This is an optimization exercise on Yosys and OpenROAD, whose aim is small area, a short achievable clock period and few clock cycles, not a production implementation.
RTL that was checked went through simulation tests only; none was proved equivalent to the original.
Power and IR drop assume default switching activity.

==> run a: inputs <==
## CORE
module CORE(
  clk,
  rst_n,
  in_valid,
  in_data,
  out_valid,
  out_data
);
Settings: LEC_CHECK=0, CAP_MARGIN=20, CORE_MARGIN=2, CORE_UTILIZATION=40, SLEW_MARGIN=20; clock period 8.0 ns.
run.sh (not shown) runs the stock make flow with config.mk's settings and CLKGATE_MAP_FILE= SYNTH_SCRIPT=/design/flow/synth_recipe.tcl, a recipe that flattens the netlist after the stock synthesis.
==> run b (differences from run a) <==
--- a/flow/design.v
+++ b/flow/design.v
@@ -48,19 +48,20 @@
   input      [15:0] in_data,
   output reg        out_valid,
   output reg [15:0] out_data
 );
 localparam M    = 128 / P;
 localparam NDIV = 8 / DSTEP;
+localparam TW   = (P <= 1) ? 8 : (P <= 2) ? 9 : (P <= 4) ? 10 : (P <= 8) ? 11 : 12;    
 localparam ST_IDLE  = 3'd0,
            ST_PASS  = 3'd1,
            ST_DRAIN = 3'd2,
            ST_DIV   = 3'd3,
            ST_OUT   = 3'd4;
 reg  [2:0]  state;
-reg  [6:0]  pc;       
+reg  [6:0]  pc;
 reg         iv_r;
 reg  [15:0] id_r;
 reg  [7:0]  wc;
 always @(posedge clk) begin
   if (!rst_n) begin
     iv_r <= 1'b0;
@@ -69,88 +70,92 @@
     iv_r <= in_valid;
     wc   <= iv_r ? wc + 8'd1 : 8'd0;
   end
   id_r <= in_data;
 end
 wire [16*P-1:0] head, tap;
-kmeans_ram #(.P(P), .M(M), .T(3)) u_ram (
+kmeans_ram #(.P(P), .M(M), .T(2)) u_ram (
   .CK   (clk),
   .LOAD (iv_r),
   .DI   (id_r),
   .HEAD (head),
   .TAP  (tap)
 );
 reg  [7:0]  cx [0:3];
 reg  [7:0]  cy [0:3];
-reg         p1v;      
+reg          p1v;
+reg          chg_r;
+wire         run  = (state == ST_PASS) && !(pc == 7'd0 && !chg_r);
 always @(posedge clk) begin
   if (!rst_n) p1v <= 1'b0;
   else        p1v <= iv_r && (wc >= 8'd4);
 end
-wire [P-1:0] v0 = (state == ST_PASS) ? {P{1'b1}} : {{(P-1){1'b0}}, p1v};
-reg  [P-1:0] v1, v2, v3;
-always @(posedge clk) begin
-  if (!rst_n) begin
-    v1 <= 0; v2 <= 0; v3 <= 0;
-  end else begin
-    v1 <= v0; v2 <= v1; v3 <= v2;
-  end
-end
-wire [4*P-1:0] sel3;
+wire [P-1:0] v0 = run ? {P{1'b1}} : {{(P-1){1'b0}}, p1v};
+reg  [P-1:0] v1;
+always @(posedge clk) begin
+  if (!rst_n) v1 <= 0;
+  else        v1 <= v0;
+end
+reg  [4*P-1:0] sel;
 genvar k, j;
 generate
   for (k = 0; k < P; k = k + 1) begin : g_lane
     wire [7:0] x = head[k*16+8 +: 8];
     wire [7:0] y = head[k*16   +: 8];
-    reg  [7:0] ax [0:3];
-    reg  [7:0] ay [0:3];
-    reg  [8:0] d  [0:3];
-    reg  [3:0] sel;
+    reg  [8:0] d [0:3];
     for (j = 0; j < 4; j = j + 1) begin : g_c
-      always @(posedge clk) begin
-        ax[j] <= (x > cx[j]) ? x - cx[j] : cx[j] - x;
-        ay[j] <= (y > cy[j]) ? y - cy[j] : cy[j] - y;
-        d[j]  <= {1'b0, ax[j]} + {1'b0, ay[j]};
-      end
+      wire       cox, coy;
+      wire [7:0] ex, ey;
+      assign {cox, ex} = {1'b0, x} + {1'b0, ~cx[j]};
+      assign {coy, ey} = {1'b0, y} + {1'b0, ~cy[j]};
+      always @(posedge clk)
+        d[j] <= {1'b0, ex ^ {8{~cox}}} + {1'b0, ey ^ {8{~coy}}} + cox + coy;
     end
     wire le01 = d[0] <= d[1];
     wire le02 = d[0] <= d[2];
     wire le03 = d[0] <= d[3];
     wire le12 = d[1] <= d[2];
     wire le13 = d[1] <= d[3];
     wire le23 = d[2] <= d[3];
     always @(posedge clk) begin
-      sel[0] <=  le01 &  le02 &  le03;
-      sel[1] <= ~le01 &  le12 &  le13;
-      sel[2] <= ~le02 & ~le12 &  le23;
-      sel[3] <= ~le03 & ~le13 & ~le23;
-    end
-    assign sel3[k*4 +: 4] = sel & {4{v3[k]}};
-  end
-endgenerate
-reg  [9:0]  tx [0:3];
-reg  [9:0]  ty [0:3];
-reg  [3:0]  tn [0:3];
-integer kk, jj;
-reg  [9:0]  sx, sy;
-reg  [3:0]  sn;
-always @(posedge clk) begin
-  for (jj = 0; jj < 4; jj = jj + 1) begin
-    sx = 10'd0; sy = 10'd0; sn = 4'd0;
-    for (kk = 0; kk < P; kk = kk + 1) begin
-      if (sel3[kk*4+jj]) begin
-        sx = sx + tap[kk*16+8 +: 8];
-        sy = sy + tap[kk*16 +: 8];
-        sn = sn + 4'd1;
-      end
-    end
-    tx[jj] <= sx;
-    ty[jj] <= sy;
-    tn[jj] <= sn;
-  end
-end
+      if (!rst_n) sel[k*4 +: 4] <= 4'd0;
+      else if (!v1[k]) sel[k*4 +: 4] <= 4'd0;
+      else begin
+        sel[k*4+0] <=  le01 &  le02 &  le03;
+        sel[k*4+1] <= ~le01 &  le12 &  le13;
+        sel[k*4+2] <= ~le02 & ~le12 &  le23;
+        sel[k*4+3] <= ~le03 & ~le13 & ~le23;
+      end
+    end
+  end
+endgenerate
+reg  [TW-1:0] tx [0:3];
+reg  [TW-1:0] ty [0:3];
+reg  [3:0]    tn [0:3];
+generate
+  for (j = 0; j < 4; j = j + 1) begin : g_sum
+    wire [TW-1:0] mx [0:2*P-2];
+    wire [TW-1:0] my [0:2*P-2];
+    wire [3:0]    mn [0:2*P-2];
+    for (k = 0; k < P; k = k + 1) begin : g_leaf
+      assign mx[P-1+k] = {{(TW-8){1'b0}}, tap[k*16+8 +: 8] & {8{sel[k*4+j]}}};
+      assign my[P-1+k] = {{(TW-8){1'b0}}, tap[k*16   +: 8] & {8{sel[k*4+j]}}};
+      assign mn[P-1+k] = {3'd0, sel[k*4+j]};
+    end
+    for (k = 0; k < P-1; k = k + 1) begin : g_node
+      assign mx[k] = mx[2*k+1] + mx[2*k+2];
+      assign my[k] = my[2*k+1] + my[2*k+2];
+      assign mn[k] = mn[2*k+1] + mn[2*k+2];
+    end
+    always @(posedge clk) begin
+      tx[j] <= mx[0];
+      ty[j] <= my[0];
+      tn[j] <= mn[0];
+    end
+  end
+endgenerate
 wire        clr = (state == ST_OUT) || (state == ST_IDLE && iv_r && wc < 8'd4) ||
                   (state == ST_PASS && pc == 7'd0);
 wire        div = (state == ST_DIV);
 wire        div_last = div && (pc == NDIV - 1);
 reg  [14:0] accx [0:3];
 reg  [14:0] accy [0:3];
@@ -167,24 +172,22 @@
     for (k = 0; k < DSTEP; k = k + 1) begin : g_step
       Division u_dx (.A(dx_w[j*(DSTEP+1)+k]), .N(accn[j]), .Y(dx_w[j*(DSTEP+1)+k+1]), .Q(qx_b[j][DSTEP-1-k]));
       Division u_dy (.A(dy_w[j*(DSTEP+1)+k]), .N(accn[j]), .Y(dy_w[j*(DSTEP+1)+k+1]), .Q(qy_b[j][DSTEP-1-k]));
     end
     wire [14:0] nx = dx_w[j*(DSTEP+1)+DSTEP];
     wire [14:0] ny = dy_w[j*(DSTEP+1)+DSTEP];
-    wire [7:0] qx = nx[7:0];
-    wire [7:0] qy = ny[7:0];
-    wire       nz = (accn[j] != 8'd0);
-    reg        dif;
+    wire [7:0]  qx = nx[7:0];
+    wire [7:0]  qy = ny[7:0];
+    wire        nz = (accn[j] != 8'd0);
+    reg         dif;
     wire [DSTEP-1:0] cxb = cx[j] >> (8 - DSTEP*(pc[2:0]+1));
     wire [DSTEP-1:0] cyb = cy[j] >> (8 - DSTEP*(pc[2:0]+1));
-    wire       dif_now = dif | (qx_b[j] != cxb) | (qy_b[j] != cyb);
-    always @(posedge clk) begin
-      if (div) dif <= (pc == 7'd0) ? ((qx_b[j] != cxb) | (qy_b[j] != cyb)) : dif_now;
-    end
-    wire       dif_fin = (pc == 7'd0) ? ((qx_b[j] != cxb) | (qy_b[j] != cyb)) : dif_now;
-    assign chg_j[j] = nz & dif_fin;
+    wire        dif_s = (qx_b[j] != cxb) | (qy_b[j] != cyb);
+    always @(posedge clk)
+      if (div) dif <= (pc == 7'd0) ? dif_s : (dif | dif_s);
+    assign chg_j[j] = nz & dif;
     always @(posedge clk) begin
       if (clr) begin
         accx[j] <= 15'd0;
         accy[j] <= 15'd0;
         accn[j] <= 8'd0;
       end else if (div) begin
@@ -204,31 +207,39 @@
         cx[j] <= qx;
         cy[j] <= qy;
       end
     end
   end
 endgenerate
-wire chg = |chg_j;
+reg div_d;
+always @(posedge clk) begin
+  if (!rst_n) div_d <= 1'b0;
+  else        div_d <= div_last;
+end
+always @(*) chg_r = |chg_j;
 always @(posedge clk) begin
   if (!rst_n) begin
     state <= ST_IDLE;
     pc    <= 7'd0;
   end else begin
     case (state)
       ST_IDLE: begin
         pc <= 7'd0;
         if (iv_r && wc == 8'd131) begin
           state <= ST_DRAIN;
-          pc    <= 7'd4;
+          pc    <= 7'd3;
         end
       end
       ST_PASS: begin
         pc <= pc + 7'd1;
-        if (pc == M - 1) begin
+        if (pc == 7'd0 && !chg_r) begin
+          state <= ST_OUT;
+          pc    <= 7'd0;
+        end else if (pc == M - 1) begin
           state <= ST_DRAIN;
-          pc    <= 7'd3;
+          pc    <= 7'd2;
         end
       end
       ST_DRAIN: begin
         pc <= pc - 7'd1;
         if (pc == 7'd0) begin
           state <= ST_DIV;
@@ -236,13 +247,13 @@
         end
       end
       ST_DIV: begin
         pc <= pc + 7'd1;
         if (pc == NDIV - 1) begin
           pc    <= 7'd0;
-          state <= chg ? ST_PASS : ST_OUT;
+          state <= ST_PASS;
         end
       end
       ST_OUT: begin
         pc <= pc + 7'd1;
         if (pc == 7'd3) begin
           state <= ST_IDLE;
==> run c (differences from run a) <==
--- a/flow/design.v
+++ b/flow/design.v
@@ -48,19 +48,20 @@
   input      [15:0] in_data,
   output reg        out_valid,
   output reg [15:0] out_data
 );
 localparam M    = 128 / P;
 localparam NDIV = 8 / DSTEP;
+localparam TW   = 8 + $clog2(P);    
 localparam ST_IDLE  = 3'd0,
            ST_PASS  = 3'd1,
            ST_DRAIN = 3'd2,
            ST_DIV   = 3'd3,
            ST_OUT   = 3'd4;
 reg  [2:0]  state;
-reg  [6:0]  pc;       
+reg  [6:0]  pc;
 reg         iv_r;
 reg  [15:0] id_r;
 reg  [7:0]  wc;
 always @(posedge clk) begin
   if (!rst_n) begin
     iv_r <= 1'b0;
@@ -69,88 +70,92 @@
     iv_r <= in_valid;
     wc   <= iv_r ? wc + 8'd1 : 8'd0;
   end
   id_r <= in_data;
 end
 wire [16*P-1:0] head, tap;
-kmeans_ram #(.P(P), .M(M), .T(3)) u_ram (
+kmeans_ram #(.P(P), .M(M), .T(2)) u_ram (
   .CK   (clk),
   .LOAD (iv_r),
   .DI   (id_r),
   .HEAD (head),
   .TAP  (tap)
 );
 reg  [7:0]  cx [0:3];
 reg  [7:0]  cy [0:3];
-reg         p1v;      
+reg          p1v;
+reg          chg_r;
+wire         run  = (state == ST_PASS) && !(pc == 7'd0 && !chg_r);
 always @(posedge clk) begin
   if (!rst_n) p1v <= 1'b0;
   else        p1v <= iv_r && (wc >= 8'd4);
 end
-wire [P-1:0] v0 = (state == ST_PASS) ? {P{1'b1}} : {{(P-1){1'b0}}, p1v};
-reg  [P-1:0] v1, v2, v3;
-always @(posedge clk) begin
-  if (!rst_n) begin
-    v1 <= 0; v2 <= 0; v3 <= 0;
-  end else begin
-    v1 <= v0; v2 <= v1; v3 <= v2;
-  end
-end
-wire [4*P-1:0] sel3;
+wire [P-1:0] v0 = run ? {P{1'b1}} : {{(P-1){1'b0}}, p1v};
+reg  [P-1:0] v1;
+always @(posedge clk) begin
+  if (!rst_n) v1 <= 0;
+  else        v1 <= v0;
+end
+reg  [4*P-1:0] sel;
 genvar k, j;
 generate
   for (k = 0; k < P; k = k + 1) begin : g_lane
     wire [7:0] x = head[k*16+8 +: 8];
     wire [7:0] y = head[k*16   +: 8];
-    reg  [7:0] ax [0:3];
-    reg  [7:0] ay [0:3];
-    reg  [8:0] d  [0:3];
-    reg  [3:0] sel;
+    reg  [8:0] d [0:3];
     for (j = 0; j < 4; j = j + 1) begin : g_c
-      always @(posedge clk) begin
-        ax[j] <= (x > cx[j]) ? x - cx[j] : cx[j] - x;
-        ay[j] <= (y > cy[j]) ? y - cy[j] : cy[j] - y;
-        d[j]  <= {1'b0, ax[j]} + {1'b0, ay[j]};
-      end
+      wire       cox, coy;
+      wire [7:0] ex, ey;
+      assign {cox, ex} = {1'b0, x} + {1'b0, ~cx[j]};
+      assign {coy, ey} = {1'b0, y} + {1'b0, ~cy[j]};
+      always @(posedge clk)
+        d[j] <= {1'b0, ex ^ {8{~cox}}} + {1'b0, ey ^ {8{~coy}}} + cox + coy;
     end
     wire le01 = d[0] <= d[1];
     wire le02 = d[0] <= d[2];
     wire le03 = d[0] <= d[3];
     wire le12 = d[1] <= d[2];
     wire le13 = d[1] <= d[3];
     wire le23 = d[2] <= d[3];
     always @(posedge clk) begin
-      sel[0] <=  le01 &  le02 &  le03;
-      sel[1] <= ~le01 &  le12 &  le13;
-      sel[2] <= ~le02 & ~le12 &  le23;
-      sel[3] <= ~le03 & ~le13 & ~le23;
-    end
-    assign sel3[k*4 +: 4] = sel & {4{v3[k]}};
-  end
-endgenerate
-reg  [9:0]  tx [0:3];
-reg  [9:0]  ty [0:3];
-reg  [3:0]  tn [0:3];
-integer kk, jj;
-reg  [9:0]  sx, sy;
-reg  [3:0]  sn;
-always @(posedge clk) begin
-  for (jj = 0; jj < 4; jj = jj + 1) begin
-    sx = 10'd0; sy = 10'd0; sn = 4'd0;
-    for (kk = 0; kk < P; kk = kk + 1) begin
-      if (sel3[kk*4+jj]) begin
-        sx = sx + tap[kk*16+8 +: 8];
-        sy = sy + tap[kk*16 +: 8];
-        sn = sn + 4'd1;
-      end
-    end
-    tx[jj] <= sx;
-    ty[jj] <= sy;
-    tn[jj] <= sn;
-  end
-end
+      if (!rst_n) sel[k*4 +: 4] <= 4'd0;
+      else if (!v1[k]) sel[k*4 +: 4] <= 4'd0;
+      else begin
+        sel[k*4+0] <=  le01 &  le02 &  le03;
+        sel[k*4+1] <= ~le01 &  le12 &  le13;
+        sel[k*4+2] <= ~le02 & ~le12 &  le23;
+        sel[k*4+3] <= ~le03 & ~le13 & ~le23;
+      end
+    end
+  end
+endgenerate
+reg  [TW-1:0] tx [0:3];
+reg  [TW-1:0] ty [0:3];
+reg  [3:0]    tn [0:3];
+generate
+  for (j = 0; j < 4; j = j + 1) begin : g_sum
+    wire [TW-1:0] mx [0:2*P-2];
+    wire [TW-1:0] my [0:2*P-2];
+    wire [3:0]    mn [0:2*P-2];
+    for (k = 0; k < P; k = k + 1) begin : g_leaf
+      assign mx[P-1+k] = {{(TW-8){1'b0}}, tap[k*16+8 +: 8] & {8{sel[k*4+j]}}};
+      assign my[P-1+k] = {{(TW-8){1'b0}}, tap[k*16   +: 8] & {8{sel[k*4+j]}}};
+      assign mn[P-1+k] = {3'd0, sel[k*4+j]};
+    end
+    for (k = 0; k < P-1; k = k + 1) begin : g_node
+      assign mx[k] = mx[2*k+1] + mx[2*k+2];
+      assign my[k] = my[2*k+1] + my[2*k+2];
+      assign mn[k] = mn[2*k+1] + mn[2*k+2];
+    end
+    always @(posedge clk) begin
+      tx[j] <= mx[0];
+      ty[j] <= my[0];
+      tn[j] <= mn[0];
+    end
+  end
+endgenerate
 wire        clr = (state == ST_OUT) || (state == ST_IDLE && iv_r && wc < 8'd4) ||
                   (state == ST_PASS && pc == 7'd0);
 wire        div = (state == ST_DIV);
 wire        div_last = div && (pc == NDIV - 1);
 reg  [14:0] accx [0:3];
 reg  [14:0] accy [0:3];
@@ -167,24 +172,22 @@
     for (k = 0; k < DSTEP; k = k + 1) begin : g_step
       Division u_dx (.A(dx_w[j*(DSTEP+1)+k]), .N(accn[j]), .Y(dx_w[j*(DSTEP+1)+k+1]), .Q(qx_b[j][DSTEP-1-k]));
       Division u_dy (.A(dy_w[j*(DSTEP+1)+k]), .N(accn[j]), .Y(dy_w[j*(DSTEP+1)+k+1]), .Q(qy_b[j][DSTEP-1-k]));
     end
     wire [14:0] nx = dx_w[j*(DSTEP+1)+DSTEP];
     wire [14:0] ny = dy_w[j*(DSTEP+1)+DSTEP];
-    wire [7:0] qx = nx[7:0];
-    wire [7:0] qy = ny[7:0];
-    wire       nz = (accn[j] != 8'd0);
-    reg        dif;
+    wire [7:0]  qx = nx[7:0];
+    wire [7:0]  qy = ny[7:0];
+    wire        nz = (accn[j] != 8'd0);
+    reg         dif;
     wire [DSTEP-1:0] cxb = cx[j] >> (8 - DSTEP*(pc[2:0]+1));
     wire [DSTEP-1:0] cyb = cy[j] >> (8 - DSTEP*(pc[2:0]+1));
-    wire       dif_now = dif | (qx_b[j] != cxb) | (qy_b[j] != cyb);
-    always @(posedge clk) begin
-      if (div) dif <= (pc == 7'd0) ? ((qx_b[j] != cxb) | (qy_b[j] != cyb)) : dif_now;
-    end
-    wire       dif_fin = (pc == 7'd0) ? ((qx_b[j] != cxb) | (qy_b[j] != cyb)) : dif_now;
-    assign chg_j[j] = nz & dif_fin;
+    wire        dif_s = (qx_b[j] != cxb) | (qy_b[j] != cyb);
+    always @(posedge clk)
+      if (div) dif <= (pc == 7'd0) ? dif_s : (dif | dif_s);
+    assign chg_j[j] = nz & dif;
     always @(posedge clk) begin
       if (clr) begin
         accx[j] <= 15'd0;
         accy[j] <= 15'd0;
         accn[j] <= 8'd0;
       end else if (div) begin
@@ -204,31 +207,39 @@
         cx[j] <= qx;
         cy[j] <= qy;
       end
     end
   end
 endgenerate
-wire chg = |chg_j;
+reg div_d;
+always @(posedge clk) begin
+  if (!rst_n) div_d <= 1'b0;
+  else        div_d <= div_last;
+end
+always @(*) chg_r = |chg_j;
 always @(posedge clk) begin
   if (!rst_n) begin
     state <= ST_IDLE;
     pc    <= 7'd0;
   end else begin
     case (state)
       ST_IDLE: begin
         pc <= 7'd0;
         if (iv_r && wc == 8'd131) begin
           state <= ST_DRAIN;
-          pc    <= 7'd4;
+          pc    <= 7'd3;
         end
       end
       ST_PASS: begin
         pc <= pc + 7'd1;
-        if (pc == M - 1) begin
+        if (pc == 7'd0 && !chg_r) begin
+          state <= ST_OUT;
+          pc    <= 7'd0;
+        end else if (pc == M - 1) begin
           state <= ST_DRAIN;
-          pc    <= 7'd3;
+          pc    <= 7'd2;
         end
       end
       ST_DRAIN: begin
         pc <= pc - 7'd1;
         if (pc == 7'd0) begin
           state <= ST_DIV;
@@ -236,13 +247,13 @@
         end
       end
       ST_DIV: begin
         pc <= pc + 7'd1;
         if (pc == NDIV - 1) begin
           pc    <= 7'd0;
-          state <= chg ? ST_PASS : ST_OUT;
+          state <= ST_PASS;
         end
       end
       ST_OUT: begin
         pc <= pc + 7'd1;
         if (pc == 7'd3) begin
           state <= ST_IDLE;
Settings changed: CORE_UTILIZATION 40 to 50, SETUP_SLACK_MARGIN set to 4.0.
==> notes.md <==
| metric | run b | run c | run a |
|---|---|---|---|
| Outcome | timing/DRC/antenna clean | timing/DRC/antenna clean | timing/DRC/antenna clean |
| Power drawn by the clock network | 11.7 mW | 11.6 mW | 13.9 mW |
| Cell depth of the worst flop-to-flop path | 18 | 22 | 19 |
| Routed Wire Length | 276,100 µm | 278,600 µm | 342,100 µm |
| Maximum fanout encountered on the critical timing path | 8 | 2 | 27 |
| Nonclk buf count | 80 | 434 | 188 |
| Capture instance of the worst register-to-register path | n_kMeans.g_lane[3].d[3][8]$_DFF_P_ | n_kMeans.g_lane[1].d[3][8]$_DFF_P_ | n_kMeans.ty[3][9]$_DFF_P_ |
| H-Tree Level Count | 4 | 4 | 5 |
| Wire length per cell | 21.68 µm | 22.48 µm | 23.77 µm |
| DRT Pass-1 Iters | 9 | 16 | 8 |
| Area fraction of the dominant cell type after synthesis | 0.4953 | 0.4953 | 0.4926 |
| Clock latency reported for the late side of the worst-skew pair | 0.91 ns | 0.90 ns | 0.90 ns |
| Minimum setup slack after placement | 2.992 ns | 2.994 ns | 2.403 ns |
| Post-route standard cell area excluding fillers | 0.1136 mm² | 0.1190 mm² | 0.1274 mm² |
| Share of the final layout cell area in multi-input gates | 0.3997 | 0.4060 | 0.3956 |
| Area fraction of clock buffers and clock inverters | 0.07407 | 0.07010 | 0.07770 |
| Internal power summed over all cells | 21.04 mW | 21.09 mW | 25.32 mW |
| Total via count in the routed design | 65,490 | 67,520 | 74,200 |
| Switching power total | 6.593 mW | 6.631 mW | 9.486 mW |
| Critical hold path startpoint | n_kMeans.u_ram.sr[2029]$_DFF_P_ | n_kMeans.u_ram.sr[812]$_DFF_P_ | n_kMeans.u_ram.sr[1578]$_DFF_P_ |
Testbench counts of run a, summed over its fixed seeds: cycles 24,944.
Testbench counts of run b, summed over its fixed seeds: cycles 24,554.
The RTL of run c was laid out without a check of its function.

## port drivers added, routing unchanged
How much do the figures lean on ideal ports? The routed layouts below were timed once more, with nothing changed but the port constraints.
Step 1 assumes that a clkbuf_16 drives the clock port and a buf_2 every other input.
Step 2 also shifts input and output timing later by t, the mid clock arrival at the registers, as if the neighbouring blocks saw the same clock.
Slacks: ideal ports / drivers / drivers and shift; pairs: ideal ports / drivers.
| run | t, ns | setup WS [ns] | worst setup path after step 2 |
|---|---|---|---|
| run a | 0.947 | 2.341 / 2.341 / 2.341 | register to register |
| run b | 0.934 | 2.937 / 2.937 / 2.937 | register to register |
| run c | 0.949 | 3.652 / 3.652 / 3.652 | register to register |
After both steps setup and hold are still met in every run listed.
